From an optimization exercise on the open Yosys and OpenROAD flow, aimed at small area; shortcuts taken in it are not production practice. Function was checked by simulation only, so behaviour that the tests miss may differ from the original. No activity file was given, so power comes from the tool's default toggle rates.

`flow/design.v`:
```
module pong_core(
	input			clk,
	input			rst,
	input			frame_tick,
	input			game_reset,
	input			p2_up,
	input			p2_down,
	input	[9:0]	hpos,
	input	[9:0]	vpos,
	input			active,
	output reg		pixel,
	output [12:0]	ball_x,
	output [12:0]	ball_y,
	output [12:0]	p1_y,
	output [12:0]	p2_y,
	output [3:0]	direction,
	output reg		goal_p1,
	output reg		goal_p2,
	output reg		nn_up,
	output reg		nn_down,
	output			nn_test
);
	reg [10:0] bx;		 
	reg [9:0]  by;		 
	reg [7:0]  pa;		 
	reg [7:0]  pb;		 
	reg [3:0]  dir;
	reg [4:0]  cnt;		 
	reg [3:0]  cd;		 
	reg [3:0]  cdp;		 
	assign ball_x = {1'b0, bx, 1'b0};
	assign ball_y = {2'b0, by, 1'b0};
	assign p1_y = {2'b0, pa, 3'b0};
	assign p2_y = {2'b0, pb, 3'b0};
	assign direction = dir;
	wire game_rst = game_reset | ((goal_p1 | goal_p2) & (cdp[3:1] == 3'd0));
	wire [7:0] pa_up = (pa <= 8'd36) ? 8'd35 : pa - 8'd2;
	wire [7:0] pa_dn = (pa >= 8'd204) ? 8'd205 : pa + 8'd2;
	wire [7:0] pb_up = (pb <= 8'd36) ? 8'd35 : pb - 8'd2;
	wire [7:0] pb_dn = (pb >= 8'd204) ? 8'd205 : pb + 8'd2;
	wire signed [4:0] dxh = (dir == 4'd0) ? 5'sd0 : (dir == 4'd1) ? 5'sd3 : (dir == 4'd2) ? 5'sd6 : (dir == 4'd3) ? 5'sd9 : (dir == 4'd4) ? 5'sd12 : (dir == 4'd5) ? 5'sd9 : (dir == 4'd6) ? 5'sd6 : (dir == 4'd7) ? 5'sd3 : (dir == 4'd8) ? 5'sd0 : (dir == 4'd9) ? -5'sd3 : (dir == 4'd10) ? -5'sd6 : (dir == 4'd11) ? -5'sd9 : (dir == 4'd12) ? -5'sd12 : (dir == 4'd13) ? -5'sd9 : (dir == 4'd14) ? -5'sd6 : -5'sd3;
	wire signed [4:0] dyh = (dir == 4'd0) ? -5'sd12 : (dir == 4'd1) ? -5'sd9 : (dir == 4'd2) ? -5'sd6 : (dir == 4'd3) ? -5'sd3 : (dir == 4'd4) ? 5'sd0 : (dir == 4'd5) ? 5'sd3 : (dir == 4'd6) ? 5'sd6 : (dir == 4'd7) ? 5'sd9 : (dir == 4'd8) ? 5'sd12 : (dir == 4'd9) ? 5'sd9 : (dir == 4'd10) ? 5'sd6 : (dir == 4'd11) ? 5'sd3 : (dir == 4'd12) ? 5'sd0 : (dir == 4'd13) ? -5'sd3 : (dir == 4'd14) ? -5'sd6 : -5'sd9;
	wire signed [11:0] bx_s = $signed({1'b0, bx}) + dxh;
	wire signed [10:0] by_s = $signed({1'b0, by}) + dyh;
	wire [10:0] bx_n = (bx_s < 10) ? 11'd10 : (bx_s > 1270) ? 11'd1270 : bx_s[10:0];
	wire [9:0]  by_n = (by_s < 10) ? 10'd10 : (by_s > 950) ? 10'd950 : by_s[9:0];
	wire hit1 = (bx <= 11'd91);
	wire hit2 = (bx >= 11'd1197);
	wire [7:0] psel = hit1 ? pa : pb;
	wire signed [10:0] dh = $signed({1'b0, by}) - $signed({1'b0, psel, 2'b0});	 
	reg [2:0] clu;
	always @* begin
		if (dh < -140)      clu = 3'd7;
		else if (dh < -100) clu = 3'd0;
		else if (dh < -60)  clu = 3'd1;
		else if (dh < -20)  clu = 3'd2;
		else if (dh < 22)   clu = 3'd3;
		else if (dh < 62)   clu = 3'd4;
		else if (dh < 102)  clu = 3'd5;
		else if (dh < 142)  clu = 3'd6;
		else                clu = 3'd7;
	end
	wire signed [5:0] r1 = 6'sd13 + $signed({3'b0, clu}) - $signed({2'b0, dir});
	wire signed [5:0] r2 = 6'sd19 - $signed({3'b0, clu}) - $signed({2'b0, dir});
	wire [3:0] ref1 = (r1 < 1) ? 4'd1 : (r1 > 7) ? 4'd7 : r1[3:0];
	wire [3:0] ref2 = (r2 < 9) ? 4'd9 : (r2 > 15) ? 4'd15 : r2[3:0];
	wire ok1 = (clu != 3'd7) & dir[3] & (dir != 4'd8);
	wire ok2 = (clu != 3'd7) & ~dir[3] & (dir != 4'd0);
	wire wall = ((by == 10'd10) | (by == 10'd950)) & (cd == 4'd0);
	wire [3:0] cd_dec = (cd != 4'd0) ? cd - 4'd1 : cd;
	wire [3:0] cdp_dec = (cdp != 4'd0) ? cdp - 4'd1 : cdp;
	always @(posedge clk) begin
		if (rst) begin
			bx <= 11'd640; by <= 10'd480; pa <= 8'd120; pb <= 8'd120;
			dir <= 4'd4; cnt <= 5'd0; cd <= 4'd0; cdp <= 4'd0;
			goal_p1 <= 1'b0; goal_p2 <= 1'b0;
		end else if (frame_tick) begin
			cnt <= (cnt == 5'd29) ? 5'd0 : cnt + 5'd1;
			if (game_rst) begin
				bx <= 11'd640; by <= 10'd480; pa <= 8'd120; pb <= 8'd120;
				goal_p1 <= 1'b0; goal_p2 <= 1'b0;
				dir <= (cnt == 5'd0 || cnt == 5'd16) ? 4'd4 : (cnt == 5'd8 || cnt == 5'd24) ? 4'd12 : cnt[3:0];
				cd <= 4'd0; cdp <= 4'd0;
			end else begin
				bx <= bx_n; by <= by_n;
				if (nn_up) pa <= pa_up; else if (nn_down) pa <= pa_dn;
				if (p2_up) pb <= pb_up; else if (p2_down) pb <= pb_dn;
				if (wall) begin
					dir <= 4'd8 - dir;
					cd <= 4'd15;
					cdp <= cdp_dec;
					if (cdp == 4'd0) begin goal_p1 <= 1'b0; goal_p2 <= 1'b0; end
				end else if (hit1 && cdp == 4'd0) begin
					if (!ok1) goal_p1 <= 1'b1;
					cd <= cd_dec;
					dir <= ok1 ? ref1 : dir;
					cdp <= 4'd15;
				end else if (hit2 && cdp == 4'd0) begin
					if (!ok2) goal_p2 <= 1'b1;
					cd <= cd_dec;
					dir <= ok2 ? ref2 : dir;
					cdp <= 4'd15;
				end else begin
					if (cdp == 4'd0) begin goal_p1 <= 1'b0; goal_p2 <= 1'b0; end
					cd <= cd_dec;
					cdp <= cdp_dec;
				end
			end
		end
	end
	wire [9:0] bxs = bx[10:1];
	wire [9:0] bys = {1'b0, by[9:1]};
	wire [10:0] ux = {1'b0, hpos} + 11'd5 - {1'b0, bxs};
	wire [10:0] uy = {1'b0, vpos} + 11'd5 - {1'b0, bys};
	wire ball_on = (ux <= 11'd10) & (uy <= 11'd10) & (hpos != 10'd640) & (vpos != 10'd480);
	wire in1 = (hpos >= 10'd26) & (hpos <= 10'd34);
	wire in2 = (hpos >= 10'd605) & (hpos <= 10'd613);
	wire [7:0] pq = in1 ? pa : pb;
	wire [10:0] up_ = {1'b0, vpos} + 11'd70 - {2'b0, pq, 1'b0};
	wire pad_on = (in1 | in2) & (up_ <= 11'd140) & (vpos != 10'd480);
	always @(posedge clk) begin
		if (rst) pixel <= 1'b0;
		else pixel <= active & (ball_on | pad_on);
	end
	function [7:0] rom(input [5:0] a);
		case (a)
			6'd0: rom = 8'h80;
			6'd1: rom = 8'h7f;
			6'd2: rom = 8'h61;
			6'd3: rom = 8'h22;
			6'd4: rom = 8'h63;
			6'd5: rom = 8'h07;
			6'd6: rom = 8'hb2;
			6'd7: rom = 8'h80;
			6'd8: rom = 8'h49;
			6'd9: rom = 8'h0f;
			6'd10: rom = 8'h7f;
			6'd11: rom = 8'h80;
			6'd12: rom = 8'h07;
			6'd13: rom = 8'h0a;
			6'd14: rom = 8'hb0;
			6'd15: rom = 8'h7f;
			6'd16: rom = 8'hd9;
			6'd17: rom = 8'h7f;
			6'd18: rom = 8'h34;
			6'd19: rom = 8'h7f;
			6'd20: rom = 8'h41;
			6'd21: rom = 8'h18;
			6'd22: rom = 8'h7f;
			6'd23: rom = 8'hf5;
			6'd24: rom = 8'h85;
			6'd25: rom = 8'h45;
			6'd26: rom = 8'h30;
			6'd27: rom = 8'h80;
			6'd28: rom = 8'h43;
			6'd29: rom = 8'h91;
			6'd30: rom = 8'h7f;
			6'd31: rom = 8'h7f;
			6'd32: rom = 8'h80;
			6'd33: rom = 8'h15;
			6'd34: rom = 8'hb9;
			6'd35: rom = 8'hb8;
			6'd36: rom = 8'h80;
			6'd37: rom = 8'hdf;
			6'd38: rom = 8'h7f;
			6'd39: rom = 8'h80;
			6'd40: rom = 8'h7f;
			6'd41: rom = 8'hcb;
			6'd42: rom = 8'hfe;
			6'd43: rom = 8'hbf;
			6'd44: rom = 8'h03;
			6'd45: rom = 8'h7f;
			6'd46: rom = 8'h6f;
			6'd47: rom = 8'h7f;
			6'd48: rom = 8'h71;
			6'd49: rom = 8'h80;
			6'd50: rom = 8'h80;
			6'd51: rom = 8'h7f;
			6'd52: rom = 8'h00;
			6'd53: rom = 8'hd9;
			6'd54: rom = 8'h7f;
			6'd55: rom = 8'h80;
			6'd56: rom = 8'h80;
			6'd57: rom = 8'h7f;
			6'd58: rom = 8'h80;
			6'd59: rom = 8'hb4;
			6'd60: rom = 8'hd2;
			6'd61: rom = 8'h39;
			6'd62: rom = 8'hb0;
			6'd63: rom = 8'hf9;
			default: rom = 8'h00;
		endcase
	endfunction
	wire [4:0] cm = (cnt >= 5'd20) ? cnt - 5'd20 : (cnt >= 5'd10) ? cnt - 5'd10 : cnt;
	wire [3:0] nc = cm[3:0];
	reg [5:0] s;		 
	reg signed [17:0] S;	 
	reg [6:0] H;		 
	reg [3:0] R0, R1, R2, R3, R4;	 
	reg [16:0] P, Q;	 
	reg ph;				 
	reg tst;			 
	assign nn_test = tst;
	wire nrun = ~nc[3];			 
	wire s_init = (s == 6'd0);
	wire s_neu = (s >= 6'd1) && (s <= 6'd40);
	wire [5:0] k = s - 6'd1;
	wire [2:0] gb = 3'd7 - k / 5;	 
	wire [2:0] gj = k % 5;			 
	wire s_z0 = (s == 6'd41);		 
	wire s_m0 = (s >= 6'd42) && (s <= 6'd48);
	wire s_a0 = (s == 6'd49);
	wire s_z2 = (s == 6'd50);
	wire s_m2 = (s >= 6'd51) && (s <= 6'd57);
	wire s_a2 = (s == 6'd58);
	wire osel = (s_z0 | s_m0) ? ph ^ ~s[0] : ph ^ s[0];
	reg [3:0] rin;
	reg dbit;
	always @* begin
		case (gj)
		3'd0: begin rin = dir;        dbit = 1'b0; end
		3'd1: begin rin = bx[10:7];   dbit = (gb == 3'd0) ? 1'b0 : bx[gb - 3'd1]; end
		3'd2: begin rin = by[9:6];    dbit = (gb[2:1] == 2'd0) ? 1'b0 : by[gb - 3'd2]; end
		3'd3: begin rin = pa[7:4];    dbit = gb[2] ? pa[gb[1:0]] : 1'b0; end
		default: begin rin = pb[7:4]; dbit = gb[2] ? pb[gb[1:0]] : 1'b0; end
		endcase
		if (gb != 3'd7) rin = R0;
	end
	wire [4:0] t = {rin, dbit};
	wire [4:0] dv = (gj == 3'd0) ? 5'd16 : (gj == 3'd1) ? 5'd10 : 5'd15;
	wire qb = (t >= dv);
	wire [4:0] tr = qb ? t - dv : t;
	wire [5:0] ra = {nc[2:0], s_init ? 3'd5 : (s_m0 | s_m2) ? {2'b11, osel} : gj};
	wire [7:0] W = (s_z0 | s_z2) ? (osel ? 8'd31 : 8'h80) : rom(ra);
	wire hb = s_m0 ? H[6] : H[1];
	wire neg = s_neu & (gb == 3'd7);
	wire sel = s_init | (s_neu & (qb ^ neg)) | ((s_z0 | s_z2) & (nc == 4'd0)) | ((s_m0 | s_m2) & hb);
	wire zero = s_init | s_z0 | s_z2;
	wire dbl = (s_neu & (gj == 3'd0) & (gb != 3'd7)) | s_m0 | s_m2;
	wire signed [17:0] Aop = zero ? 18'sd0 : dbl ? (S <<< 1) : S;
	wire acc = nrun & (s_a0 | s_a2);		 
	wire clr = nc == 4'd0;				 
	wire ld = nrun & (s_z2 | (s == 6'd59));	 
	wire signed [17:0] Bop = (sel ? $signed({{10{W[7]}}, W} ^ {18{neg}}) : 18'sd0)
		| ((acc & ~clr) ? $signed({P[16], P}) : 18'sd0);
	wire signed [17:0] Snext = Aop + Bop + {17'd0, neg & sel};
	function [6:0] clampv(input [16:0] a);
		clampv = a[16] ? 7'd0 : (a[15:14] != 2'd0) ? 7'd127 : a[13:7];
	endfunction
	wire [6:0] lp = clampv(P);
	wire [6:0] lq = clampv(Q);
	wire pq_lt = (lp < lq);
	wire qp_lt = (lq < lp);
	wire l0_lt_l2 = ph ? qp_lt : pq_lt;
	wire l2_lt_l0 = ph ? pq_lt : qp_lt;
	wire [6:0] hc = S[17] ? 7'd0 : (S[16:14] != 3'd0) ? 7'd127 : S[13:7];
	always @(posedge clk) begin
		S <= Snext;
		R0 <= R1; R1 <= R2; R2 <= R3; R3 <= R4; R4 <= tr[3:0];
		H <= s_z0 ? hc : {H[5:0], H[6]};
		if (rst) begin
			s <= 6'd63;
			nn_up <= 1'b0; nn_down <= 1'b0;
			P <= -17'sd16384; Q <= 17'sd3968; ph <= 1'b0;
			tst <= 1'b0;
		end else begin
			ph <= ~ph;
			P <= ld ? S[16:0] : Q;
			Q <= P;
			if (frame_tick) begin
				s <= 6'd0;
				if (nc == 4'd9) begin nn_up <= ~l0_lt_l2; nn_down <= l0_lt_l2; end
			end else if (s != 6'd63) s <= s + 6'd1;
			if (nc == 4'd8 && s_init) tst <= l2_lt_l0;
		end
	end
endmodule
```
`flow/flow/run.sh`:
```
#!/bin/bash
# The standard layout (the standard.sh), with one change to synthesis:
# arithmetic is left to ABC as plain logic (no extracted half/full-adder cells,
# no Kogge-Stone carry map) and ABC maps for area (flow/area.abc).
# Registers, their names and cell types are those of the standard synthesis.
set -euo pipefail
WORK=$(pwd)
FLOWDIR=$WORK/flow

# synthesis script: the standard flow's own, with ABC's script swapped for flow/area.abc
{
  printf 'proc abc {args} {\n'
  printf '  set i [lsearch -exact $args -script]\n'
  printf '  if {$i >= 0} { lset args [expr {$i + 1}] {%s} }\n' "$FLOWDIR/area.abc"
  printf '  yosys abc {*}$args\n'
  printf '}\n'
  cat "$WORK/synth_recipe.tcl"
} > "$WORK/area_synth.tcl"

# standard.sh with that script and without the adder maps
sed -e "s#SYNTH_SCRIPT=[^ ]*synth_recipe.tcl#SYNTH_SCRIPT=$WORK/area_synth.tcl#" \
    -e "s#CLKGATE_MAP_FILE= #CLKGATE_MAP_FILE= ADDER_MAP_FILE= SYNTH_OPERATIONS_ARGS=-noshare #" \
    "$WORK/standard.sh" > "$WORK/area_standard.sh"
grep -q "area_synth.tcl" "$WORK/area_standard.sh"
grep -q "ADDER_MAP_FILE= " "$WORK/area_standard.sh"

bash "$WORK/area_standard.sh" > "$WORK/flow_make.log" 2>&1
```
`flow/flow/area.abc`:
```
strash
dch -f
amap
strash
dc2
dch -f
amap
strash
dch -f
amap
topo
stime -c
```
`flow/standard.sh`:
```
#!/bin/bash
# synth_recipe.tcl (not shown) runs the flow's synth.tcl, then flattens the netlist and writes it again
# the make line also repeats each setting of config.mk as NAME=value (left out here)
make -C /OpenROAD-flow-scripts/flow DESIGN_CONFIG=/design/flow/config.mk WORK_HOME=/design/flow/orfs CLKGATE_MAP_FILE= SYNTH_SCRIPT=/design/flow/synth_recipe.tcl "${@:-finish}"
```
`flow/config.mk`:
```
export PLATFORM = sky130hd
export DESIGN_NAME = pong_core
export DESIGN_NICKNAME = pong_core
export VERILOG_FILES = /design/flow/design.v
export SDC_FILE = /design/flow/constraint.sdc
export NUM_CORES = 4
export LEC_CHECK = 0
export ABC_AREA = 1
export CAP_MARGIN = 20
export CORE_MARGIN = 2
export CORE_UTILIZATION = 40
export CTS_BUF_LIST = sky130_fd_sc_hd__clkbuf_8
export SLEW_MARGIN = 20
```
`flow/constraint.sdc`:
```
create_clock -name core_clock -period 25.0 [get_ports {clk}]
set_input_delay 5.0000 -clock core_clock [delete_from_list [all_inputs] [get_ports {clk}]]
set_output_delay 5.0000 -clock core_clock [all_outputs]
set_load 0.01 [all_outputs]
```
==> results by group, run 1 <==
Worst setup path
  • Critical path launch point type: flip-flop
  • Reg2reg start: s[0]$_SDFFE_PP1P_
  • CP Class: reg -> reg
  • Critical path arrival: 13.81 ns
  • CP Data Required Time: 25.43 ns
  • R2r worst-path depth: 75
  • Slowest CP cell: o21ai_0
  • Critical Path Max Stage Delay: 0.52 ns
  • Max FO, Critical Path: 10
  • Setup crit end kind: flip-flop
  • Cell mode on critical path: nor2_1
  • Reg2Reg Setup Slack: 11.62 ns
  • Capturing point of the worst reg2reg path: S[17]$_DFF_P_

Clocking
  • Root Driver: clkbuf_8
  • Clock Sinks: 146
  • H-Tree Depth: 4
  • PostCTS Resize Cnt: 0
  • Clk buf depth: 2
  • Cts bufs inserted: 17
  • Hold buffers post-CTS: 0
  • Post-CTS Setup Repair Bufs: 0
  • Clock latency at the later pin of the worst-skew pair: 0.49 ns
  • CTS tree: yes
  • Register clock-pin slew on the reported worst setup and hold paths: 0.11 ns

Routing
  • Final ANT Viol Nets: 0
  • DRC viols: 0
  • WL/cell: 16.59 µm
  • Drt initial violations: 899
  • Vias/cell: 5.771
  • Via count: 12190
  • Pre-antenna DRT Iters: 6
  • DRT Wirelength: 35040 µm

Pwr
  • PwrDens: 86.82 nW/µm²
  • VDD IR-drop max: 0.05158 mV
  • Pleak: 4.286 nW

STA
  • Final Max Slew Viols: 0
  • Tightest Pin Transition: 1.033 ns
  • Post-route minimum period: 13.38 ns
  • Fmax: 74.72 MHz
  • RSZ-0062 raised after global routing: no
  • Setup Skew: 0.01897 ns
  • Hold_ws: 0.3325 ns
  • Setup TNS: 0 ns
  • Max-slew headroom: 0.2938
  • Final setup viols: 0
  • Fin crit share: 0.5353
  • Fin. Hold Viols: 0

Yosys
  • Top FF cell, synth: dfxtp_1
  • Yosys cell types: 49
  • Yosys warnings: 1
  • Seq cells post-synth: 146
  • Synth area leaders: dfxtp_1, nor2_1, o21ai_0
  • Post-synth ARST share: 0
  • Top-count cell post-synth: nor2_1
  • Synthesized cell area: 10510 µm²
  • Syn Area/Cell: 6.341 µm²
  • Yosys top cell by area: dfxtp_1
  • Post-synth top area share: 0.2782
  • Seq/Total Area, Yosys: 0.2782
  • Most frequent cells after synthesis: nor2_1, clkinv_1, o21ai_0, nand2_1, dfxtp_1
  • Post-Syn Instances: 1657
  • EDFF count, synth: 0

Floorplanning
  • Io pins: 89
  • Die width: 166.1 µm
  • Core ar.: 25910 µm²
  • Die footprint: 27580 µm²
  • Die H: 166.1 µm
  • Rows: 59
  • Initial Utilization: 0.4055

Placed design
  • GP Congestion: 0.9244
  • Placed Cells: 2080
  • Placement Cell Area: 11720 µm²
  • IO buf count: 73
  • DP Wirelength: 26920 µm

Global route
  • Initial antenna violation count: 1
  • Global route total overflow: 0
  • Number of global-route vias before repair: 11140
  • All-Layer GR Usage: 0.2485
  • First-pass GRT wire length: 56280 µm
  • Pin count of the biggest net entering global routing: 49

Worst hold path
  • HP Class: reg -> reg
  • Min-delay src: R1[0]$_DFF_P_
  • Worst hold path endpoint: R0[0]$_DFF_P_
  • Hold Path Depth: 0

Final layout
  • Post-layout util: 0.4678
  • Design area: 12120 µm²
  • Synth-to-layout area growth: 15.36%
  • Inserted Diodes: 0
  • Final #Nets: 1792
  • Share of layout cells above drive strength 1: 0.02870
  • Non-Filler Instances: 2112

Run status
  • Status: timing/DRC/antenna clean

Run
  • Max-cap violations: 0
-- sequential cells by signal, indices dropped and copies added, names as in the netlist, 5 cells and up --
signal,flops
bx,11
cnt,5
pa,8
Q,17
pb,8
H,7
s,6
P,17
S,18
by,10
-- layer usage --
| layer | GRT usage | vias to the layer above | routed length, µm |
|---|---|---|---|
| met4 | 0.1013 | 0 | 984 |
| met5 | 0 | - | 0 |
| met1 | 0.3058 | 5570 | 15440 |
| li1 | - | 6179 | - |
| met3 | 0.03765 | 75 | 1772 |
| met2 | 0.4337 | 365 | 16840 |
-- cells by family (layout without fill, tap and decap cells) --
group	count (synthesis)	in the layout	synth area share
other cells	1	15	0.0003569
buf+inv	211	317	0.08073
simple gates	674	674	0.2640
compound gates	625	625	0.3768
flops	146	146	0.2782
-- worst max-delay path by stage --
stage,from,to,slack [ns],cells after the start
global placement,s[0]$_SDFFE_PP1P_,S[17]$_DFF_P_,12.37,76
CTS,s[0]$_SDFFE_PP1P_,S[17]$_DFF_P_,11.55,75
floorplan,s[0]$_SDFFE_PP1P_,S[17]$_DFF_P_,13.80,74
finish,s[0]$_SDFFE_PP1P_,S[17]$_DFF_P_,11.62,75
detailed placement,s[0]$_SDFFE_PP1P_,S[17]$_DFF_P_,11.62,75
global route,s[0]$_SDFFE_PP1P_,S[17]$_DFF_P_,9.98,76
-- area by class of cell --
| type | count | area (µm²) |
|---|---|---|
| clock buffer | 17 | 234.0 |
| inverter | 196 | 735.7 |
| timing repair buffer | 90 | 850.8 |
| tap | 335 | 419.2 |
| multi-input combinational | 1314 | 6798 |
| clock inverter | 14 | 161.4 |
| fill | 2707 | 13790 |
| sequential | 146 | 2923 |
-- power breakdown --
part           switching [W]  total, W  internal (W)
Clock               0.000114  0.000197     0.0000831
Sequential         0.0000403  0.000325      0.000284
Combinational       0.000333  0.000531      0.000198
-- per-stage QoR --
step | setup WS [ns] | power [W]
after global placement | 12.37 | 0.0008494
final | 11.62 | 0.001052
after global routing | 9.977 | 0.001139
after detailed placement | 11.62 | 0.0008512
after CTS | 11.55 | 0.001049
after floorplan | 13.80 | 0.0007170
-- cells in the final DEF, fill, tap and decap left out, types with 12 or more instances in the layout --
master and instances:
a22oi_1 34, nor2b_1 12, nand3_1 19, conb_1 15, clkinv_1 196, o221ai_1 30
a31oi_1 16, nor2_1 388, a211oi_1 19, buf_4 16, clkbuf_8 17, a21oi_1 145
nor3_1 49, o21a_1 46, o21ai_0 191, nor4_1 13, nand2_1 159, clkdlybuf4s50_1 72
o22ai_1 44, dfxtp_1 146
-- worst max-delay path, delay by kind of cell, from the launching register on --
family          cells  cell delay, ns
compound gates     29            5.99
simple gates       35            4.39
buf+inv            11            2.46
flops               1            0.47
==> inputs of run 2 (changes only) <==
==> flow/flow/run.sh (replaced) <==
#!/bin/bash
# The standard layout (the standard.sh) with these changes:
#  - synthesis leaves arithmetic to ABC as plain logic (no extracted
#    half/full-adder cells, no Kogge-Stone carry map) and ABC maps for
#    area (flow/area.abc); registers, their names and cell types are those
#    of the standard synthesis;
#  - the port buffers are the smallest buffer (buf_1) instead of
#    clkdlybuf4s50_1; every port still gets its own buffer;
#  - clock tree synthesis uses clkbuf_8 and no dummy loads.
set -euo pipefail
WORK=$(pwd)
FLOWDIR=$WORK/flow

# synthesis script: the standard flow's own, with ABC's script swapped for flow/area.abc
{
  printf 'proc abc {args} {\n'
  printf '  set i [lsearch -exact $args -script]\n'
  printf '  if {$i >= 0} { lset args [expr {$i + 1}] {%s} }\n' "$FLOWDIR/area.abc"
  printf '  yosys abc {*}$args\n'
  printf '}\n'
  cat "$WORK/synth_recipe.tcl"
} > "$WORK/area_synth.tcl"

EXTRA="ADDER_MAP_FILE= SYNTH_OPERATIONS_ARGS=-noshare"
EXTRA="$EXTRA 'BUFFER_PORTS_ARGS=-buffer_cell sky130_fd_sc_hd__buf_1'"
EXTRA="$EXTRA 'CTS_ARGS=-sink_clustering_enable -repair_clock_nets -dont_use_dummy_load -buf_list sky130_fd_sc_hd__clkbuf_8 -sink_clustering_size 24'"

sed -e "s#SYNTH_SCRIPT=[^ ]*synth_recipe.tcl#SYNTH_SCRIPT=$WORK/area_synth.tcl#" \
    -e "s#CLKGATE_MAP_FILE= #CLKGATE_MAP_FILE= $EXTRA #" \
    "$WORK/standard.sh" > "$WORK/area_standard.sh"
grep -q "area_synth.tcl" "$WORK/area_standard.sh"
grep -q "dont_use_dummy_load" "$WORK/area_standard.sh"

bash "$WORK/area_standard.sh" > "$WORK/flow_make.log" 2>&1
--- a/flow/config.mk
+++ b/flow/config.mk
@@ -6,8 +6,6 @@
 export NUM_CORES = 4
 export LEC_CHECK = 0
-export ABC_AREA = 1
 export CAP_MARGIN = 20
 export CORE_MARGIN = 2
 export CORE_UTILIZATION = 40
-export CTS_BUF_LIST = sky130_fd_sc_hd__clkbuf_8
 export SLEW_MARGIN = 20
==> results by group, run 2 <==
Yosys
  • Yosys top cell by area: dfxtp_1
  • Synthesized cell area: 10510 µm² (unchanged)
  • Synth Area in Compound Gates: 0.3768 (unchanged)
  • Seq/Total Area, Yosys: 0.2782 (unchanged)
  • Post-synth top area share: 0.2782 (unchanged)
  • Top FF cell, synth: dfxtp_1
  • Seq cells post-synth: 146 (unchanged)
  • Syn Area/Cell: 6.341 µm² (unchanged)
  • Multiplexer share of the synthesized area: 0 (unchanged)
  • Most frequent cells after synthesis: nor2_1, clkinv_1, o21ai_0, nand2_1, dfxtp_1
  • Top-count cell post-synth: nor2_1
  • Synth area leaders: dfxtp_1, nor2_1, o21ai_0
  • Post-Syn Instances: 1657 (unchanged)
  • Largest family of logic cells by synthesized area: compound AO/OA/AOI/OAI gates
  • Synth Area in Simple Gates: 0.2640 (unchanged)
  • Adder-cell share of the synthesized area: 0 (unchanged)
  • Yosys warnings: 1 (unchanged)
  • Post-synth ARST share: 0 (unchanged)
  • EDFF count, synth: 0 (unchanged)
  • Yosys cell types: 49 (unchanged)
  • Synth Area in XOR/XNOR: 0 (unchanged)

Global route
  • First-pass GRT wire length: 56480 µm (+0.34%)
  • Number of global-route vias before repair: 11040 (-0.92%)
  • Pin count of the biggest net entering global routing: 52 (+6.1%)
  • Initial antenna violation count: 0 (-1)
  • Global route total overflow: 0 (unchanged)
  • All-Layer GR Usage: 0.2476 (-0.0008231)

Placed design
  • GP Congestion: 0.9505 (+2.8%)
  • DP Wirelength: 26660 µm (-0.99%)
  • Setup WS pre-CTS: 11.72 ns (+0.09590 ns)
  • IO buf count: 73 (unchanged)

Floorplanning
  • Io pins: 89 (unchanged)
  • Core ar.: 25910 µm² (unchanged)
  • Die H: 166.1 µm (unchanged)
  • Die footprint: 27580 µm² (unchanged)
  • Die width: 166.1 µm (unchanged)
  • Initial Utilization: 0.4055 (unchanged)
  • Rows: 59 (unchanged)

Worst setup path
  • Setup crit end kind: flip-flop
  • Cell mode on critical path: nor2_1
  • Slowest CP cell: o21ai_0
  • Critical path arrival: 14.22 ns (+0.41 ns)
  • Critical path launch point type: flip-flop
  • Max FO, Critical Path: 10 (unchanged)
  • Critical Path Max Stage Delay: 0.50 ns (-0.02 ns)
  • CP Data Required Time: 25.42 ns (about the same)
  • CP Class: reg -> reg

STA
  • Worst Slack Setup Final: 11.20 ns (-0.4155 ns)
  • Final setup viols: 0 (unchanged)
  • Hold_ws: 0.3114 ns (-0.02114 ns)
  • Fin crit share: 0.5519 (+0.01662)
  • Fin. Hold Viols: 0 (unchanged)
  • Post-route minimum period: 13.80 ns (+0.4155 ns)
  • RSZ-0062 raised after global routing: no
  • Fmax: 72.47 MHz (-3.0%)
  • Max-slew headroom: 0.3156 (+0.02172)
  • Setup Skew: 0.04753 ns (+0.02856 ns)
  • Tightest Pin Transition: 1.023 ns (-0.009667 ns)
  • Setup TNS: 0 ns (unchanged)
  • Final Max Slew Viols: 0 (unchanged)

Routing
  • Vias/cell: 5.830 (+1.0%)
  • Final ANT Viol Nets: 0 (unchanged)
  • Drt initial violations: 1036 (+15%)
  • Via count: 12200 (+0.11%)
  • WL/cell: 16.68 µm (+0.52%)
  • Pre-antenna DRT Iters: 5 (-1)
  • DRT Wirelength: 34910 µm (-0.38%)
  • DRC viols: 0 (unchanged)

Clocking
  • Clock latency at the later pin of the worst-skew pair: 0.48 ns (about the same)
  • Hold buffers post-CTS: 0 (unchanged)
  • PostCTS Resize Cnt: 0 (unchanged)
  • H-Tree Depth: 4 (unchanged)
  • Cts bufs inserted: 17 (unchanged)
  • Register clock-pin slew on the reported worst setup and hold paths: 0.11 ns (about the same)
  • CTS tree: yes
  • Clock Sinks: 146 (unchanged)
  • Post-CTS Setup Repair Bufs: 0 (unchanged)
  • Root Driver: clkbuf_8
  • Clk buf depth: 2 (unchanged)

Pwr
  • Psw: 0.0004576 W (-6.0%)
  • PwrDens: 86.29 nW/µm² (-0.60%)
  • Power Internal: 0.0005325 W (-5.8%)
  • Clock power frac: 0.144 (-0.043)
  • Sequential fraction of design power: 0.327 (+0.019)
  • VDD IR-drop max: 0.05345 mV (+3.6%)
  • Pleak: 4.003 nW (-6.6%)
  • Net Sw Frac: 0.4622 (-0.0004666)
  • Overall Power: 0.0009901 W (-5.9%)
  • Logic pwr share: 0.529 (+0.025)

Final layout
  • Final #Nets: 1787 (-0.28%)
  • Most common cell after layout, fill and taps aside: nor2_1
  • Multi-input logic area: 6797 µm² (about the same)
  • Largest registers: S x18, P x17, Q x17
  • Commonest non-fill, non-tap cells in the layout: nor2_1, clkinv_1, o21ai_0
  • Synth-to-layout area growth: 9.193%
  • Inserted Diodes: 0 (unchanged)
  • Sequential Area: 2923 µm² (unchanged)
  • Fill cells: 2772 (+2.4%)
  • Max reg flops: 18 (unchanged)
  • Share of layout cells above drive strength 1: 0.01820 (-0.01050)
  • Largest register by flop count: S

Worst hold path
  • HP Class: reg -> reg

Run status
  • Status: timing/DRC/antenna clean

Run
  • Max-cap violations: 0 (unchanged)
-- run 2: power by group through the flow --
| stage | clock, W | combinational [W] | sequential [W] |
|---|---|---|---|
| after global placement | 0 | 0.000510 | 0.000328 |
| after floorplan | 0 | 0.000402 | 0.000315 |
| after detailed placement | 0 | 0.000512 | 0.000329 |
| after global routing | 0.000154 | 0.000593 | 0.000330 |
| final | 0.000142 | 0.000524 | 0.000324 |
| after CTS | 0.000147 | 0.000515 | 0.000324 |
-- run 2: worst max-delay path, delay by kind of cell (launching register included) --
| kind | cells | cell delay, ns |
|---|---|---|
| compound gates | 29 | 6.29 |
| simple gates | 35 | 4.48 |
| flops | 1 | 0.47 |
| buf+inv | 11 | 2.54 |
-- run 2: kinds of logic (layout without fill, tap and decap cells) --
family          Yosys count  after routing
other cells               1             15
buf+inv                 211            298
flops                   146            146
compound gates          625            625
simple gates            674            674
-- run 2: final cells by class --
class,instances,share of cell area
repair buffers,85,0.03184
multi-input cells,1314,0.5924
clock buffers,17,0.02039
flip-flops and latches,146,0.2547
inverters,196,0.06412
well taps,335,0.03653
-- run 2: layer usage --
layer | wire length (µm) | up-vias | GRT usage
met4 | 1118 | 0 | 0.08582
met5 | 0 | - | 0
li1 | - | 6151 | -
met3 | 1735 | 71 | 0.03432
met2 | 16490 | 402 | 0.4279
met1 | 15560 | 5579 | 0.3163
-- run 2: final timing paths --
check / to / startpoint / slack [ns] / depth (start not counted)
hold reg to reg: R2[0]$_DFF_P_ / R3[0]$_DFF_P_ / 0.31 / 0
hold / removal: R2[0]$_DFF_P_ / R3[0]$_DFF_P_ / 0.31 / 0
setup reg to reg: S[17]$_DFF_P_ / s[0]$_SDFFE_PP1P_ / 11.20 / 75
setup / recovery: S[17]$_DFF_P_ / s[0]$_SDFFE_PP1P_ / 11.20 / 75
-- run 2: per-stage QoR --
step | cell area [µm²] | cells | util
2_1_floorplan | 10560 | 1671 | -
3_3_place_gp | 11240 | 2076 | 0.4337
3_5_place_dp | 11240 | 2076 | 0.4337
4_1_cts | 11470 | 2093 | 0.4427
5_1_grt | 11470 | 2093 | 0.4428
6_report | 11470 | 2093 | 0.4428
==> inputs of run 3 (changes only) <==
--- a/flow/flow/run.sh
+++ b/flow/flow/run.sh
@@ -24,5 +24,5 @@
 EXTRA="ADDER_MAP_FILE= SYNTH_OPERATIONS_ARGS=-noshare"
 EXTRA="$EXTRA 'BUFFER_PORTS_ARGS=-buffer_cell sky130_fd_sc_hd__buf_1'"
-EXTRA="$EXTRA 'CTS_ARGS=-sink_clustering_enable -repair_clock_nets -dont_use_dummy_load -buf_list sky130_fd_sc_hd__clkbuf_8 -sink_clustering_size 24'"
+EXTRA="$EXTRA 'CTS_ARGS=-sink_clustering_enable -repair_clock_nets -dont_use_dummy_load -buf_list sky130_fd_sc_hd__clkbuf_8'"
 
 sed -e "s#SYNTH_SCRIPT=[^ ]*synth_recipe.tcl#SYNTH_SCRIPT=$WORK/area_synth.tcl#" \
==> results by group, run 3 <==
Pwr
  • Logic pwr share: 0.529 (about the same)
  • PwrDens: 86.29 nW/µm² (unchanged)
  • Power Internal: 0.0005325 W (unchanged)
  • Net Sw Frac: 0.4622 (unchanged)
  • Sequential fraction of design power: 0.327 (about the same)
  • Overall Power: 0.0009901 W (unchanged)
  • Psw: 0.0004576 W (unchanged)
  • VDD IR-drop max: 0.05345 mV (unchanged)
  • Pleak: 4.003 nW (unchanged)
  • Clock power frac: 0.144 (about the same)

STA
  • Fin crit share: 0.5519 (unchanged)
  • Fmax: 72.47 MHz (unchanged)
  • Post-route minimum period: 13.80 ns (unchanged)
  • Setup TNS: 0 ns (unchanged)
  • Final setup viols: 0 (unchanged)
  • Tightest Pin Transition: 1.023 ns (unchanged)
  • Fin. Hold Viols: 0 (unchanged)
  • Hold_ws: 0.3114 ns (unchanged)
  • Final Max Slew Viols: 0 (unchanged)
  • Max-slew headroom: 0.3156 (unchanged)
  • Setup Skew: 0.04753 ns (unchanged)
  • RSZ-0062 raised after global routing: no

Floorplanning
  • Die H: 166.1 µm (unchanged)
  • Die footprint: 27580 µm² (unchanged)
  • Io pins: 89 (unchanged)
  • Initial Utilization: 0.4055 (unchanged)
  • Die width: 166.1 µm (unchanged)
  • Rows: 59 (unchanged)
  • Core ar.: 25910 µm² (unchanged)

Yosys
  • Most frequent cells after synthesis: nor2_1, clkinv_1, o21ai_0, nand2_1, dfxtp_1
  • Top-count cell post-synth: nor2_1
  • Top FF cell, synth: dfxtp_1
  • Yosys top cell by area: dfxtp_1
  • Post-synth top area share: 0.2782 (unchanged)
  • Yosys warnings: 1 (unchanged)
  • Yosys cell types: 49 (unchanged)
  • Seq/Total Area, Yosys: 0.2782 (unchanged)
  • Synth area leaders: dfxtp_1, nor2_1, o21ai_0
  • Post-Syn Instances: 1657 (unchanged)
  • EDFF count, synth: 0 (unchanged)
  • Post-synth ARST share: 0 (unchanged)
  • Syn Area/Cell: 6.341 µm² (unchanged)
  • Seq cells post-synth: 146 (unchanged)
  • Synthesized cell area: 10510 µm² (unchanged)

Run status
  • Status: timing/DRC/antenna clean

Clocking
  • Clock latency at the later pin of the worst-skew pair: 0.48 ns (about the same)
  • Post-CTS Setup Repair Bufs: 0 (unchanged)
  • CTS tree: yes
  • PostCTS Resize Cnt: 0 (unchanged)
  • Register clock-pin slew on the reported worst setup and hold paths: 0.11 ns (about the same)
  • Root Driver: clkbuf_8
  • Clock Sinks: 146 (unchanged)
  • H-Tree Depth: 4 (unchanged)
  • Clk buf depth: 2 (unchanged)
  • Cts bufs inserted: 17 (unchanged)
  • Hold buffers post-CTS: 0 (unchanged)

Global route
  • All-Layer GR Usage: 0.2476 (unchanged)
  • Number of global-route vias before repair: 11040 (unchanged)
  • Pin count of the biggest net entering global routing: 52 (unchanged)
  • Initial antenna violation count: 0 (unchanged)
  • First-pass GRT wire length: 56480 µm (unchanged)
  • Global route total overflow: 0 (unchanged)

Final layout
  • Largest register by flop count: S
  • Inserted Diodes: 0 (unchanged)
  • Largest registers: S x18, P x17, Q x17
  • Share of layout cells above drive strength 1: 0.01820 (unchanged)
  • Fill cells: 2772 (unchanged)
  • Commonest non-fill, non-tap cells in the layout: nor2_1, clkinv_1, o21ai_0
  • Synth-to-layout area growth: 9.193% (unchanged)
  • Max reg flops: 18 (unchanged)
  • Final #Nets: 1787 (unchanged)
  • Most common cell after layout, fill and taps aside: nor2_1

Routing
  • Via count: 12200 (unchanged)
  • Vias/cell: 5.830 (unchanged)
  • DRC viols: 0 (unchanged)
  • WL/cell: 16.68 µm (unchanged)
  • Drt initial violations: 1036 (unchanged)
  • DRT Wirelength: 34910 µm (unchanged)
  • Final ANT Viol Nets: 0 (unchanged)
  • Pre-antenna DRT Iters: 5 (unchanged)

Worst setup path
  • Reg2Reg Setup Slack: 11.20 ns (about the same)
  • Critical path startpoint: s[0]$_SDFFE_PP1P_
  • R2r worst-path depth: 75 (unchanged)
  • Critical path arrival: 14.22 ns (about the same)
  • Capturing point of the worst reg2reg path: S[17]$_DFF_P_
  • Cell mode on critical path: nor2_1
  • Reg2reg start: s[0]$_SDFFE_PP1P_
  • Critical path launch point type: flip-flop
  • Max FO, Critical Path: 10 (unchanged)
  • Slowest CP cell: o21ai_0
  • Critical Path Max Stage Delay: 0.50 ns (about the same)
  • CP Class: reg -> reg
  • CP Data Required Time: 25.42 ns (about the same)
  • Setup crit end kind: flip-flop

Worst hold path
  • Hold Path Depth: 0 (unchanged)
  • HP Class: reg -> reg
  • Worst hold path endpoint: R2[0]$_DFF_P_
  • Min-delay src: R3[0]$_DFF_P_

Placed design
  • GP Congestion: 0.9505 (unchanged)
  • IO buf count: 73 (unchanged)
  • DP Wirelength: 26660 µm (unchanged)

Run
  • Max-cap violations: 0 (unchanged)
[run 3: cell counts after synthesis]
Identical to the previous run, type by type.
[run 3: layout make-up]
type | instances | area [µm²] | share of cell area
clock buffers | 17 | 234.0 | 0.02039
inverters | 196 | 735.7 | 0.06412
multi-input cells | 1314 | 6797 | 0.5924
flip-flops and latches | 146 | 2923 | 0.2547
well taps | 335 | 419.2 | 0.03653
repair buffers | 85 | 365.4 | 0.03184
[run 3: worst max path at each step]
stage / end / slack (ns) / depth (start not counted)
after floorplan: S[17]$_DFF_P_ / 13.80 / 74
after detailed placement: S[17]$_DFF_P_ / 11.72 / 75
after global routing: S[17]$_DFF_P_ / 9.80 / 74
after global placement: S[17]$_DFF_P_ / 12.44 / 75
final: S[17]$_DFF_P_ / 11.20 / 75
after CTS: S[17]$_DFF_P_ / 11.63 / 75
[run 3: metal layers]
metal / vias up / part of all wire / track usage
met2: 402 / 0.47 / 0.4279
met4: 0 / 0.032 / 0.08582
met3: 71 / 0.050 / 0.03432
met5: - / 0 / 0
li1: 6151 / - / -
met1: 5579 / 0.45 / 0.3163
[run 3: kinds of logic after synthesis]
group	after synthesis	share of synthesized area
buffers and inverters	211	0.08073
other	1	0.0003569
AOI/OAI and AO/OA	625	0.3768
and+or+nand+nor	674	0.2640
DFF	146	0.2782
[run 3: power groups by stage]
| stage | combinational [W] | sequential, W | clock, W |
|---|---|---|---|
| final | 0.000524 | 0.000324 | 0.000142 |
| after global routing | 0.000593 | 0.000330 | 0.000154 |
| after CTS | 0.000515 | 0.000324 | 0.000147 |
| after detailed placement | 0.000512 | 0.000329 | 0 |
| after global placement | 0.000510 | 0.000328 | 0 |
| after floorplan | 0.000402 | 0.000315 | 0 |
[run 3: stage by stage]
| step | std cells | utilization | setup WS (ns) | cell area [µm²] |
|---|---|---|---|---|
| CTS | 2093 | 0.4427 | 11.63 | 11470 |
| detailed placement | 2076 | 0.4337 | 11.72 | 11240 |
| global route | 2093 | 0.4428 | 9.803 | 11470 |
| floorplan | 1671 | - | 13.80 | 10560 |
| global placement | 2076 | 0.4337 | 12.44 | 11240 |
| finish | 2093 | 0.4428 | 11.20 | 11470 |
[run 3: critical path, delay by kind of cell (launching register included)]
| family | cells | cell delay (ns) |
|---|---|---|
| and+or+nand+nor | 35 | 4.48 |
| buffers and inverters | 11 | 2.54 |
| DFF | 1 | 0.47 |
| AOI/OAI and AO/OA | 29 | 6.29 |
==> inputs of run 4 (changes only) <==
--- a/flow/flow/run.sh
+++ b/flow/flow/run.sh
@@ -22,5 +22,5 @@
 } > "$WORK/area_synth.tcl"
 
-EXTRA="ADDER_MAP_FILE= SYNTH_OPERATIONS_ARGS=-noshare"
+EXTRA="ADDER_MAP_FILE= SYNTH_OPERATIONS_ARGS=-noshare REMOVE_ABC_BUFFERS=1 'MIN_BUF_CELL_AND_PORTS=sky130_fd_sc_hd__buf_1 A X'"
 EXTRA="$EXTRA 'BUFFER_PORTS_ARGS=-buffer_cell sky130_fd_sc_hd__buf_1'"
 EXTRA="$EXTRA 'CTS_ARGS=-sink_clustering_enable -repair_clock_nets -dont_use_dummy_load -buf_list sky130_fd_sc_hd__clkbuf_8'"
==> results by group, run 4 <==
Final layout
  • Largest registers: S x18, P x17, Q x17
  • Synth-to-layout area growth: 9.937%
  • Fill cells: 2826 (+1.9%)
  • Share of layout cells above drive strength 1: 0.01875 (+0.0005475)
  • Non-Filler Instances: 2096 (+0.14%)
  • Largest register by flop count: S
  • Final #Nets: 1789 (+0.11%)
  • Max reg flops: 18 (unchanged)
  • Commonest non-fill, non-tap cells in the layout: nor2_1, clkinv_1, o21ai_0
  • Most common cell after layout, fill and taps aside: nor2_1

Clocking
  • Clk buf depth: 2 (unchanged)
  • Root Driver: clkbuf_8
  • Post-CTS Setup Repair Bufs: 0 (unchanged)
  • H-Tree Depth: 4 (unchanged)
  • Register clock-pin slew on the reported worst setup and hold paths: 0.09 ns (-0.02 ns)
  • Hold buffers post-CTS: 0 (unchanged)
  • PostCTS Resize Cnt: 0 (unchanged)
  • CTS tree: yes
  • Clock Sinks: 146 (unchanged)
  • Clock latency at the later pin of the worst-skew pair: 0.48 ns (about the same)
  • Cts bufs inserted: 17 (unchanged)

Yosys
  • Seq/Total Area, Yosys: 0.2797 (+0.001499)
  • Most frequent cells after synthesis: nor2_1, clkinv_1, o21ai_0, nand2_1, dfxtp_1
  • Post-synth top area share: 0.2797 (+0.001499)
  • Adder-cell share of the synthesized area: 0 (unchanged)
  • Post-synth ARST share: 0 (unchanged)
  • Synth area leaders: dfxtp_1, nor2_1, o21ai_0
  • EDFF count, synth: 0 (unchanged)
  • Synthesized cell area: 10450 µm² (-0.54%)
  • Seq cells post-synth: 146 (unchanged)
  • Synth Area in Simple Gates: 0.2654 (+0.001422)
  • Largest family of logic cells by synthesized area: compound AO/OA/AOI/OAI gates
  • Synth Area in XOR/XNOR: 0 (unchanged)
  • Top FF cell, synth: dfxtp_1
  • Multiplexer share of the synthesized area: 0 (unchanged)
  • Yosys top cell by area: dfxtp_1
  • Syn Area/Cell: 6.307 µm² (-0.54%)
  • Yosys cell types: 49 (unchanged)
  • Yosys warnings: 1 (unchanged)
  • Top-count cell post-synth: nor2_1
  • Synth Area in Compound Gates: 0.3788 (+0.002030)
  • Post-Syn Instances: 1657 (unchanged)

Floorplanning
  • Die width: 165.6 µm (-0.26%)
  • Die footprint: 27440 µm² (-0.52%)
  • Io pins: 89 (unchanged)
  • Core ar.: 25840 µm² (-0.28%)
  • Rows: 59 (unchanged)
  • Die H: 165.6 µm (-0.26%)
  • Initial Utilization: 0.4045 (-0.001021)

Worst setup path
  • Capturing point of the worst reg2reg path: S[17]$_DFF_P_
  • R2r worst-path depth: 75 (unchanged)
  • Max FO, Critical Path: 10 (unchanged)
  • Setup crit end kind: flip-flop
  • Critical Path Max Stage Delay: 0.51 ns (about the same)
  • Reg2Reg Setup Slack: 11.33 ns (+0.13 ns)
  • Critical path arrival: 14.08 ns (-0.14 ns)
  • Cell mode on critical path: nor2_1
  • CP Data Required Time: 25.40 ns (-0.02 ns)
  • Critical path launch point type: flip-flop
  • Reg2reg start: s[0]$_SDFFE_PP1P_
  • CP Class: reg -> reg
  • Slowest CP cell: o21ai_0

STA
  • Fmax: 73.14 MHz (+0.92%)
  • Tightest Pin Transition: 1.001 ns (-0.02228 ns)
  • Post-route minimum period: 13.67 ns (-0.1256 ns)
  • Max-slew headroom: 0.3278 (+0.01224)
  • RSZ-0062 raised after global routing: no
  • Setup Skew: 0.04850 ns (+0.0009715 ns)
  • Fin crit share: 0.5469 (-0.005024)
  • Fin. Hold Viols: 0 (unchanged)
  • Final setup viols: 0 (unchanged)
  • Setup TNS: 0 ns (unchanged)
  • Final Max Slew Viols: 0 (unchanged)

Global route
  • Initial antenna violation count: 1 (+1)
  • Global route total overflow: 0 (unchanged)
  • Number of global-route vias before repair: 11020 (-0.12%)
  • Gr busiest metal: met2
  • Grt met1 use: 0.3162 (about the same)
  • Pin count of the biggest net entering global routing: 71 (+37%)
  • First-pass GRT wire length: 56280 µm (-0.35%)
  • Met3 Resource Use GR: 0.04421 (+0.009887)
  • All-Layer GR Usage: 0.2480 (+0.0003244)
  • Met2 Resource Use GR: 0.4149 (-0.01299)

Run
  • Max-cap violations: 0 (unchanged)

Worst hold path
  • Min-delay src: R3[2]$_DFF_P_
  • Worst hold path endpoint: R2[2]$_DFF_P_
  • Hold Path Depth: 0 (unchanged)
  • HP Class: reg -> reg

Routing
  • Drt initial violations: 916 (-12%)
  • Pre-antenna DRT Iters: 5 (unchanged)
  • DRC viols: 0 (unchanged)
  • Via count: 12200 (+0.0082%)
  • Final ANT Viol Nets: 0 (unchanged)
  • Vias/cell: 5.823 (-0.13%)
  • DRT Wirelength: 34760 µm (-0.42%)
  • WL/cell: 16.59 µm (-0.56%)

Pwr
  • PwrDens: 86.28 nW/µm² (about the same)
  • VDD IR-drop max: 0.06050 mV (+13%)
  • Pleak: 4.012 nW (+0.21%)

Placed design
  • GP Congestion: 0.9357 (-1.6%)
  • DP Wirelength: 26660 µm (about the same)
  • IO buf count: 73 (unchanged)
  • Placed Cells: 2078 (+0.096%)

Run status
  • Status: timing/DRC/antenna clean
[run 4: layer usage]
layer	vias to the layer above	wire length, µm
li1	6156	-
met1	5517	15340
met2	453	16220
met3	78	2012
met4	0	1195
met5	-	0
[run 4: worst max-delay path by stage]
stage | startpoint | end | cells after the start
after floorplan | s[0]$_SDFFE_PP1P_ | S[17]$_DFF_P_ | 74
after global routing | s[0]$_SDFFE_PP1P_ | S[17]$_DFF_P_ | 74
after detailed placement | s[0]$_SDFFE_PP1P_ | S[17]$_DFF_P_ | 75
final | s[0]$_SDFFE_PP1P_ | S[17]$_DFF_P_ | 75
after global placement | s[0]$_SDFFE_PP1P_ | S[17]$_DFF_P_ | 76
after CTS | s[0]$_SDFFE_PP1P_ | S[17]$_DFF_P_ | 75
[run 4: power by group]
part	switching (W)	leakage [nW]	internal [W]
logic	0.000336	2.68	0.000188
clock network	0.0000829	0.122	0.0000599
registers	0.0000391	1.21	0.000285
total	0.000458	4.01	0.000533
[run 4: kinds of logic (layout without fill, tap and decap cells)]
kind of cell,Yosys count,after routing
buffers and inverters,211,300
flip-flops,146,146
AND/OR/NAND/NOR,674,674
other,1,16
AO/OA/AOI/OAI,625,625
[run 4: critical path, delay by kind of cell (launching register included)]
family | cells | cell delay [ns]
buffers and inverters | 11 | 2.53
AO/OA/AOI/OAI | 29 | 6.23
AND/OR/NAND/NOR | 35 | 4.44
flip-flops | 1 | 0.45
[run 4: final cells by class]
class | instances | area, µm² | area share
Inverter | 196 | 735.7 | 0.06403
Clock buffer | 17 | 234.0 | 0.02036
Tap cell | 335 | 419.2 | 0.03648
Multi-Input combinational cell | 1314 | 6795 | 0.5914
Sequential cell | 146 | 2923 | 0.2544
Antenna cell | 1 | 2.502 | 0.0002178
Timing Repair Buffer | 87 | 380.4 | 0.03310
[run 4: per-stage QoR]
step                      power (W)  hold WS [ns]  utilization  setup slack (ns)  area, µm²
after floorplan           0.0007152        0.3096            -             13.80      10450
after global placement    0.0008405        0.3116       0.4352             12.42      11240
after detailed placement  0.0008441        0.3121       0.4355             11.47      11250
after CTS                 0.0009885        0.3146       0.4446             11.43      11490
after global routing       0.001081        0.3225       0.4446             9.490      11490
final                     0.0009914        0.3160       0.4447             11.33      11490
==> inputs of run 5 (changes only) <==
--- a/flow/design.v
+++ b/flow/design.v
@@ -43,20 +43,20 @@
 	wire signed [11:0] bx_s = $signed({1'b0, bx}) + dxh;
 	wire signed [10:0] by_s = $signed({1'b0, by}) + dyh;
-	wire [10:0] bx_n = (bx_s < 10) ? 11'd10 : (bx_s > 1270) ? 11'd1270 : bx_s[10:0];
-	wire [9:0]  by_n = (by_s < 10) ? 10'd10 : (by_s > 950) ? 10'd950 : by_s[9:0];
+	wire [10:0] bx_n = dxh[4] ? ((bx_s < 10) ? 11'd10 : bx_s[10:0]) : ((bx_s > 1270) ? 11'd1270 : bx_s[10:0]);
+	wire [9:0]  by_n = dyh[4] ? ((by_s < 10) ? 10'd10 : by_s[9:0]) : ((by_s > 950) ? 10'd950 : by_s[9:0]);
 	wire hit1 = (bx <= 11'd91);
 	wire hit2 = (bx >= 11'd1197);
 	wire [7:0] psel = hit1 ? pa : pb;
-	wire signed [10:0] dh = $signed({1'b0, by}) - $signed({1'b0, psel, 2'b0});	 
+	wire signed [11:0] e = $signed({2'b0, by}) + 12'sd140 - $signed({2'b0, psel, 2'b0});	 
 	reg [2:0] clu;
 	always @* begin
-		if (dh < -140)      clu = 3'd7;
-		else if (dh < -100) clu = 3'd0;
-		else if (dh < -60)  clu = 3'd1;
-		else if (dh < -20)  clu = 3'd2;
-		else if (dh < 22)   clu = 3'd3;
-		else if (dh < 62)   clu = 3'd4;
-		else if (dh < 102)  clu = 3'd5;
-		else if (dh < 142)  clu = 3'd6;
+		if (e < 0)          clu = 3'd7;
+		else if (e < 40)    clu = 3'd0;
+		else if (e < 80)    clu = 3'd1;
+		else if (e < 120)   clu = 3'd2;
+		else if (e < 162)   clu = 3'd3;
+		else if (e < 202)   clu = 3'd4;
+		else if (e < 242)   clu = 3'd5;
+		else if (e < 282)   clu = 3'd6;
 		else                clu = 3'd7;
 	end
--- a/flow/flow/run.sh
+++ b/flow/flow/run.sh
@@ -22,7 +22,7 @@
 } > "$WORK/area_synth.tcl"
 
-EXTRA="ADDER_MAP_FILE= SYNTH_OPERATIONS_ARGS=-noshare REMOVE_ABC_BUFFERS=1 'MIN_BUF_CELL_AND_PORTS=sky130_fd_sc_hd__buf_1 A X'"
+EXTRA="ADDER_MAP_FILE= SYNTH_OPERATIONS_ARGS=-noshare"
 EXTRA="$EXTRA 'BUFFER_PORTS_ARGS=-buffer_cell sky130_fd_sc_hd__buf_1'"
-EXTRA="$EXTRA 'CTS_ARGS=-sink_clustering_enable -repair_clock_nets -dont_use_dummy_load -buf_list sky130_fd_sc_hd__clkbuf_8'"
+EXTRA="$EXTRA 'CTS_ARGS=-sink_clustering_enable -repair_clock_nets -dont_use_dummy_load -buf_list sky130_fd_sc_hd__clkbuf_16 -sink_buffer_max_cap_derate 0.5'"
 
 sed -e "s#SYNTH_SCRIPT=[^ ]*synth_recipe.tcl#SYNTH_SCRIPT=$WORK/area_synth.tcl#" \
==> results by group, run 5 <==
Global route
  • Pin count of the biggest net entering global routing: 61 (-14%)
  • Global route total overflow: 0 (unchanged)
  • Number of global-route vias before repair: 10720 (-2.8%)
  • First-pass GRT wire length: 54460 µm (-3.2%)
  • All-Layer GR Usage: 0.2531 (+0.005112)
  • Initial antenna violation count: 0 (-1)

Yosys
  • Most frequent cells after synthesis: nor2_1, o21ai_0, clkinv_1, nand2_1, a21oi_1
  • Synthesized cell area: 10370 µm² (-0.78%)
  • Top-count cell post-synth: nor2_1
  • Post-synth top area share: 0.2819 (+0.002193)
  • Top FF cell, synth: dfxtp_1
  • Post-Syn Instances: 1641 (-0.97%)
  • Yosys cell types: 49 (unchanged)
  • Yosys top cell by area: dfxtp_1
  • Seq/Total Area, Yosys: 0.2819 (+0.002193)
  • Post-synth ARST share: 0 (unchanged)
  • Yosys warnings: 1 (unchanged)
  • EDFF count, synth: 0 (unchanged)
  • Syn Area/Cell: 6.319 µm² (+0.19%)
  • Seq cells post-synth: 146 (unchanged)
  • Synth area leaders: dfxtp_1, nor2_1, o21ai_0

Worst setup path
  • Slowest CP cell: o21ai_0
  • Critical Path Max Stage Delay: 0.59 ns (+0.08 ns)
  • Critical path arrival: 12.74 ns (-1.34 ns)
  • CP Data Required Time: 25.32 ns (-0.08 ns)
  • CP Class: reg -> reg
  • Reg2Reg Setup Slack: 12.58 ns (+1.26 ns)
  • Max FO, Critical Path: 11 (+1)
  • Critical path launch point type: flip-flop
  • Cell mode on critical path: nor2_1
  • Setup crit end kind: flip-flop

Placed design
  • GP Congestion: 0.9315 (-0.45%)
  • DP Wirelength: 26060 µm (-2.3%)
  • Placement Cell Area: 11110 µm² (-1.3%)
  • IO buf count: 73 (unchanged)

Final layout
  • Fill cells: 2684 (-5.0%)
  • Post-layout util: 0.4555 (+0.01079)
  • Design area: 11540 µm² (+0.40%)
  • Share of layout cells above drive strength 1: 0.01891 (+0.0001612)
  • Most common cell after layout, fill and taps aside: nor2_1
  • Final #Nets: 1774 (-0.84%)
  • Largest register by flop count: S
  • Largest registers: S x18, P x17, Q x17
  • Max reg flops: 18 (unchanged)
  • Inserted Diodes: 0 (-1)
  • Commonest non-fill, non-tap cells in the layout: nor2_1, o21ai_0, clkinv_1
  • Synth-to-layout area growth: 11.25%

Clocking
  • Post-CTS Setup Repair Bufs: 0 (unchanged)
  • Hold buffers post-CTS: 0 (unchanged)
  • H-Tree Depth: 4 (unchanged)
  • Clock latency at the later pin of the worst-skew pair: 0.43 ns (-0.05 ns)
  • Register clock-pin slew on the reported worst setup and hold paths: 0.07 ns (-0.02 ns)
  • Root Driver: clkbuf_16
  • Clk buf depth: 2 (unchanged)
  • Clock Sinks: 146 (unchanged)
  • PostCTS Resize Cnt: 0 (unchanged)
  • Cts bufs inserted: 17 (unchanged)
  • CTS tree: yes

Floorplanning
  • Die H: 165.0 µm (-0.38%)
  • Rows: 58 (-1.7%)
  • Die width: 165.0 µm (-0.38%)
  • Io pins: 89 (unchanged)
  • Core ar.: 25330 µm² (-2.0%)
  • Die footprint: 27230 µm² (-0.76%)
  • Initial Utilization: 0.4094 (+0.004942)

STA
  • Max-slew headroom: 0.2457 (-0.08209)
  • Fmax: 80.54 MHz (+10%)
  • Tightest Pin Transition: 1.117 ns (+0.1162 ns)
  • Final setup viols: 0 (unchanged)
  • Setup Skew: 0.02723 ns (-0.02126 ns)
  • Fin crit share: 0.4967 (-0.05022)
  • Final Max Slew Viols: 0 (unchanged)
  • RSZ-0062 raised after global routing: no
  • Fin. Hold Viols: 0 (unchanged)
  • Post-route minimum period: 12.42 ns (-1.256 ns)
  • Hold_ws: 0.3051 ns (-0.01092 ns)
  • Setup TNS: 0 ns (unchanged)

Worst hold path
  • HP Class: reg -> reg

Pwr
  • PwrDens: 96.79 nW/µm² (+12%)
  • Pleak: 4.089 nW (+1.9%)
  • VDD IR-drop max: 0.05941 mV (-1.8%)

Routing
  • Via count: 12000 (-1.7%)
  • Drt initial violations: 890 (-2.8%)
  • DRC viols: 0 (unchanged)
  • Final ANT Viol Nets: 0 (unchanged)
  • Vias/cell: 5.782 (-0.70%)
  • Pre-antenna DRT Iters: 8 (+3)
  • WL/cell: 16.75 µm (+0.96%)
  • DRT Wirelength: 34750 µm (about the same)

Run
  • Max-cap violations: 0 (unchanged)

Run status
  • Status: timing/DRC/antenna clean
[run 5: changes by cell type after synthesis, sizes merged, moves of 5 or more]
cell,before,now
o22ai,44,57
nor2b,12,7
nor2,388,382
a31oi,16,21
nand3,19,14
nand2,159,175
clkinv,196,182
a22oi,34,25
a21oi,145,157
o221ai,30,24
[run 5: kinds of logic after synthesis]
family,count (synthesis),share of synthesized area
other,1,0.0003616
flip-flops,146,0.2819
AND/OR/NAND/NOR,665,0.2606
buffers and inverters,197,0.07674
AO/OA/AOI/OAI,632,0.3804
[run 5: per-layer routing]
metal	global-route usage	share of wire	vias to the layer above
li1	-	-	6098
met1	0.3285	0.46	5422
met2	0.4259	0.46	412
met3	0.03541	0.054	65
met4	0.09407	0.030	0
met5	0	0	-
[run 5: path summary, 6_finish.rpt]
path,startpoint,to,cells past startpoint
worst max-delay path,s[0]$_SDFFE_PP1P_,S[17]$_DFF_P_,80
worst min-delay path,R2[3]$_DFF_P_,R1[3]$_DFF_P_,0
worst max register to register,s[0]$_SDFFE_PP1P_,S[17]$_DFF_P_,80
worst min register to register,R2[3]$_DFF_P_,R1[3]$_DFF_P_,0
[run 5: per-stage QoR]
stage / instances / total power, W / worst slack (ns)
floorplan: 1655 / 0.0007641 / 13.79
global placement: 2058 / 0.0008962 / 13.38
detailed placement: 2058 / 0.0009007 / 12.71
CTS: 2075 / 0.001114 / 12.69
global route: 2075 / 0.001212 / 10.63
finish: 2075 / 0.001117 / 12.58
[run 5: cell type report]
type | instances | area [µm²] | area share
timing repair buffer | 88 | 387.9 | 0.03362
inverter | 182 | 683.2 | 0.05922
clock buffer | 17 | 425.4 | 0.03688
sequential | 146 | 2923 | 0.2534
multi-input combinational | 1312 | 6704 | 0.5811
tap | 330 | 412.9 | 0.03579
[run 5: power by group]
part	internal, W	switching (W)	total (W)
Sequential	0.000287	0.0000371	0.000324
Combinational	0.000216	0.000367	0.000583
Clock	0.000118	0.0000919	0.000210
[run 5: worst max-delay path: cells and delay by family, from the launching register on]
family / cells / cell delay (ns)
AND/OR/NAND/NOR: 46 / 5.18
buffers and inverters: 11 / 2.27
AO/OA/AOI/OAI: 23 / 4.40
flip-flops: 1 / 0.44
==> inputs of run 6 (changes only) <==
--- a/flow/flow/run.sh
+++ b/flow/flow/run.sh
@@ -3,5 +3,5 @@
 #  - synthesis leaves arithmetic to ABC as plain logic (no extracted
 #    half/full-adder cells, no Kogge-Stone carry map) and ABC maps for
-#    area (flow/area.abc); registers, their names and cell types are those
+#    area (flow/area.abc: &deepsyn then amap); registers, their names and cell types are those
 #    of the standard synthesis;
 #  - the port buffers are the smallest buffer (buf_1) instead of
@@ -24,5 +24,5 @@
 EXTRA="ADDER_MAP_FILE= SYNTH_OPERATIONS_ARGS=-noshare"
 EXTRA="$EXTRA 'BUFFER_PORTS_ARGS=-buffer_cell sky130_fd_sc_hd__buf_1'"
-EXTRA="$EXTRA 'CTS_ARGS=-sink_clustering_enable -repair_clock_nets -dont_use_dummy_load -buf_list sky130_fd_sc_hd__clkbuf_16 -sink_buffer_max_cap_derate 0.5'"
+EXTRA="$EXTRA 'CTS_ARGS=-sink_clustering_enable -repair_clock_nets -dont_use_dummy_load -buf_list sky130_fd_sc_hd__clkbuf_8'"
 
 sed -e "s#SYNTH_SCRIPT=[^ ]*synth_recipe.tcl#SYNTH_SCRIPT=$WORK/area_synth.tcl#" \
==> flow/flow/area.abc (replaced) <==
strash
&get -n
&deepsyn -T 180
&put
dch -f
amap
topo
stime -c
==> results by group, run 6 <==
Yosys
  • EDFF count, synth: 0 (unchanged)
  • Synthesized cell area: 9852 µm² (-5.0%)
  • Most frequent cells after synthesis: nor2_1, clkinv_1, o21ai_0, dfxtp_1, nand2_1
  • Yosys warnings: 1 (unchanged)
  • Yosys top cell by area: dfxtp_1
  • Seq/Total Area, Yosys: 0.2967 (+0.01482)
  • Post-synth top area share: 0.2967 (+0.01482)
  • Seq cells post-synth: 146 (unchanged)

Worst hold path
  • Hold Path Depth: 0 (unchanged)
  • Min-delay src: R2[0]$_DFF_P_
  • Worst hold path endpoint: R1[0]$_DFF_P_

Worst setup path
  • Reg2reg start: s[1]$_SDFFE_PP1P_
  • Critical Path Max Stage Delay: 0.79 ns (+0.20 ns)
  • Cell mode on critical path: nand2_1
  • CP Data Required Time: 25.37 ns (+0.05 ns)

Final layout
  • Post-layout util: 0.4434 (-0.01209)
  • Max reg flops: 18 (unchanged)
  • Most common cell after layout, fill and taps aside: nor2_1
  • Commonest non-fill, non-tap cells in the layout: nor2_1, clkinv_1, o21ai_0
  • Share of layout cells above drive strength 1: 0.01405 (-0.004861)
  • Largest register by flop count: S
  • Synth-to-layout area growth: 9.132%

Routing
  • Final ANT Viol Nets: 0 (unchanged)
  • DRC viols: 0 (unchanged)
  • WL/cell: 17.83 µm (+6.5%)
  • Via count: 11540 (-3.8%)
  • Drt initial violations: 1235 (+39%)

Clocking
  • Root Driver: clkbuf_8
  • Cts bufs inserted: 17 (unchanged)
  • Register clock-pin slew on the reported worst setup and hold paths: 0.10 ns (+0.03 ns)
  • Clock Sinks: 146 (unchanged)

Floorplanning
  • Die width: 160.9 µm (-2.5%)
  • Core ar.: 24250 µm² (-4.3%)

Run
  • Max-cap violations: 0 (unchanged)

STA
  • Setup TNS: 0 ns (unchanged)
  • Tightest Pin Transition: 0.9556 ns (-0.1612 ns)
  • Fin. Hold Viols: 0 (unchanged)
  • Fmax: 83.61 MHz (+3.8%)
  • Final Max Slew Viols: 0 (unchanged)
  • Post-route minimum period: 11.96 ns (-0.4563 ns)
  • RSZ-0062 raised after global routing: no

Global route
  • Number of global-route vias before repair: 10530 (-1.7%)
  • Pin count of the biggest net entering global routing: 30 (-51%)
  • Global route total overflow: 0 (unchanged)
  • Initial antenna violation count: 0 (unchanged)

Placed design
  • DP Wirelength: 27240 µm (+4.5%)

Pwr
  • PwrDens: 89.77 nW/µm² (-7.3%)
  • Pleak: 3.709 nW (-9.3%)

Run status
  • Status: timing/DRC/antenna clean
==> run 6: cell types whose count changed in the layout (fill, tap and decap cells not counted), sizes merged, moves of 7 or more <==
cell	delta
nor2	-45
a21oi	-75
a22oi	-18
buf	-8
o22ai	+21
nand3	+25
nand2	-31
a31oi	+16
o21ai	-28
nor3	+12
o32ai	+10
clkinv	+39
o21a	-11
o221a	-7
==> run 6: layer usage <==
metal,track usage,share of wire,vias to the layer above
li1,-,-,5697
met1,0.3413,0.43,5241
met2,0.4616,0.48,516
met3,0.03616,0.067,83
met4,0.09334,0.029,0
met5,0,0,-
==> run 6: per-stage QoR <==
step | std cells | total power (W) | worst slack, ns | hold slack [ns] | instance area (µm²)
6_report | 1961 | 0.0009651 | 13.04 | 0.3260 | 10750
5_1_grt | 1961 | 0.001053 | 11.29 | 0.3297 | 10750
4_1_cts | 1961 | 0.0009630 | 13.14 | 0.3287 | 10750
3_5_place_dp | 1944 | 0.0008170 | 13.11 | 0.3121 | 10520
3_3_place_gp | 1944 | 0.0008190 | 13.70 | 0.3109 | 10520
2_1_floorplan | 1556 | 0.0006964 | 15.61 | 0.3096 | 9905
==> run 6: cell type report <==
cell class,count,area (µm²)
Fill cell,2627,13500
Tap cell,324,405.4
Timing Repair Buffer,79,319.1
Multi-Input combinational cell,1174,6041
Clock buffer,17,234.0
Inverter,221,829.5
Sequential cell,146,2923
==> run 6: where the power goes <==
group | internal [W] | switching [W] | total [W]
Clock | 0.0000600 | 0.0000845 | 0.000144
Sequential | 0.000285 | 0.0000322 | 0.000318
Combinational | 0.000177 | 0.000326 | 0.000503
Total | 0.000522 | 0.000443 | 0.000965
==> run 6: critical path: cells and delay by family (launching register included) <==
kind                   cells  cell delay, ns
and+or+nand+nor           35            3.93
DFF                        1            0.59
buffers and inverters      5            1.46
AOI/OAI and AO/OA         28            5.90
==> run 6: cells by family after synthesis <==
family	Yosys count	synth area share
AND/OR/NAND/NOR	635	0.2695
AO/OA/AOI/OAI	524	0.3378
buffers and inverters	236	0.09563
flip-flops	146	0.2967
other	1	0.0003806
==> run 6: worst max-delay path by stage <==
| stage | end |
|---|---|
| finish | S[17]$_DFF_P_ |
| global route | S[17]$_DFF_P_ |
| CTS | S[17]$_DFF_P_ |
| detailed placement | S[17]$_DFF_P_ |
| global placement | S[17]$_DFF_P_ |
| floorplan | S[17]$_DFF_P_ |

Check on run 6: ideal ports give 13.039 ns setup slack; a clkbuf_16 on the clock port and buf_2 on the inputs give 13.039 ns; moving port delays by the midpoint clock arrival (0.501 ns) as well gives 13.039 ns.
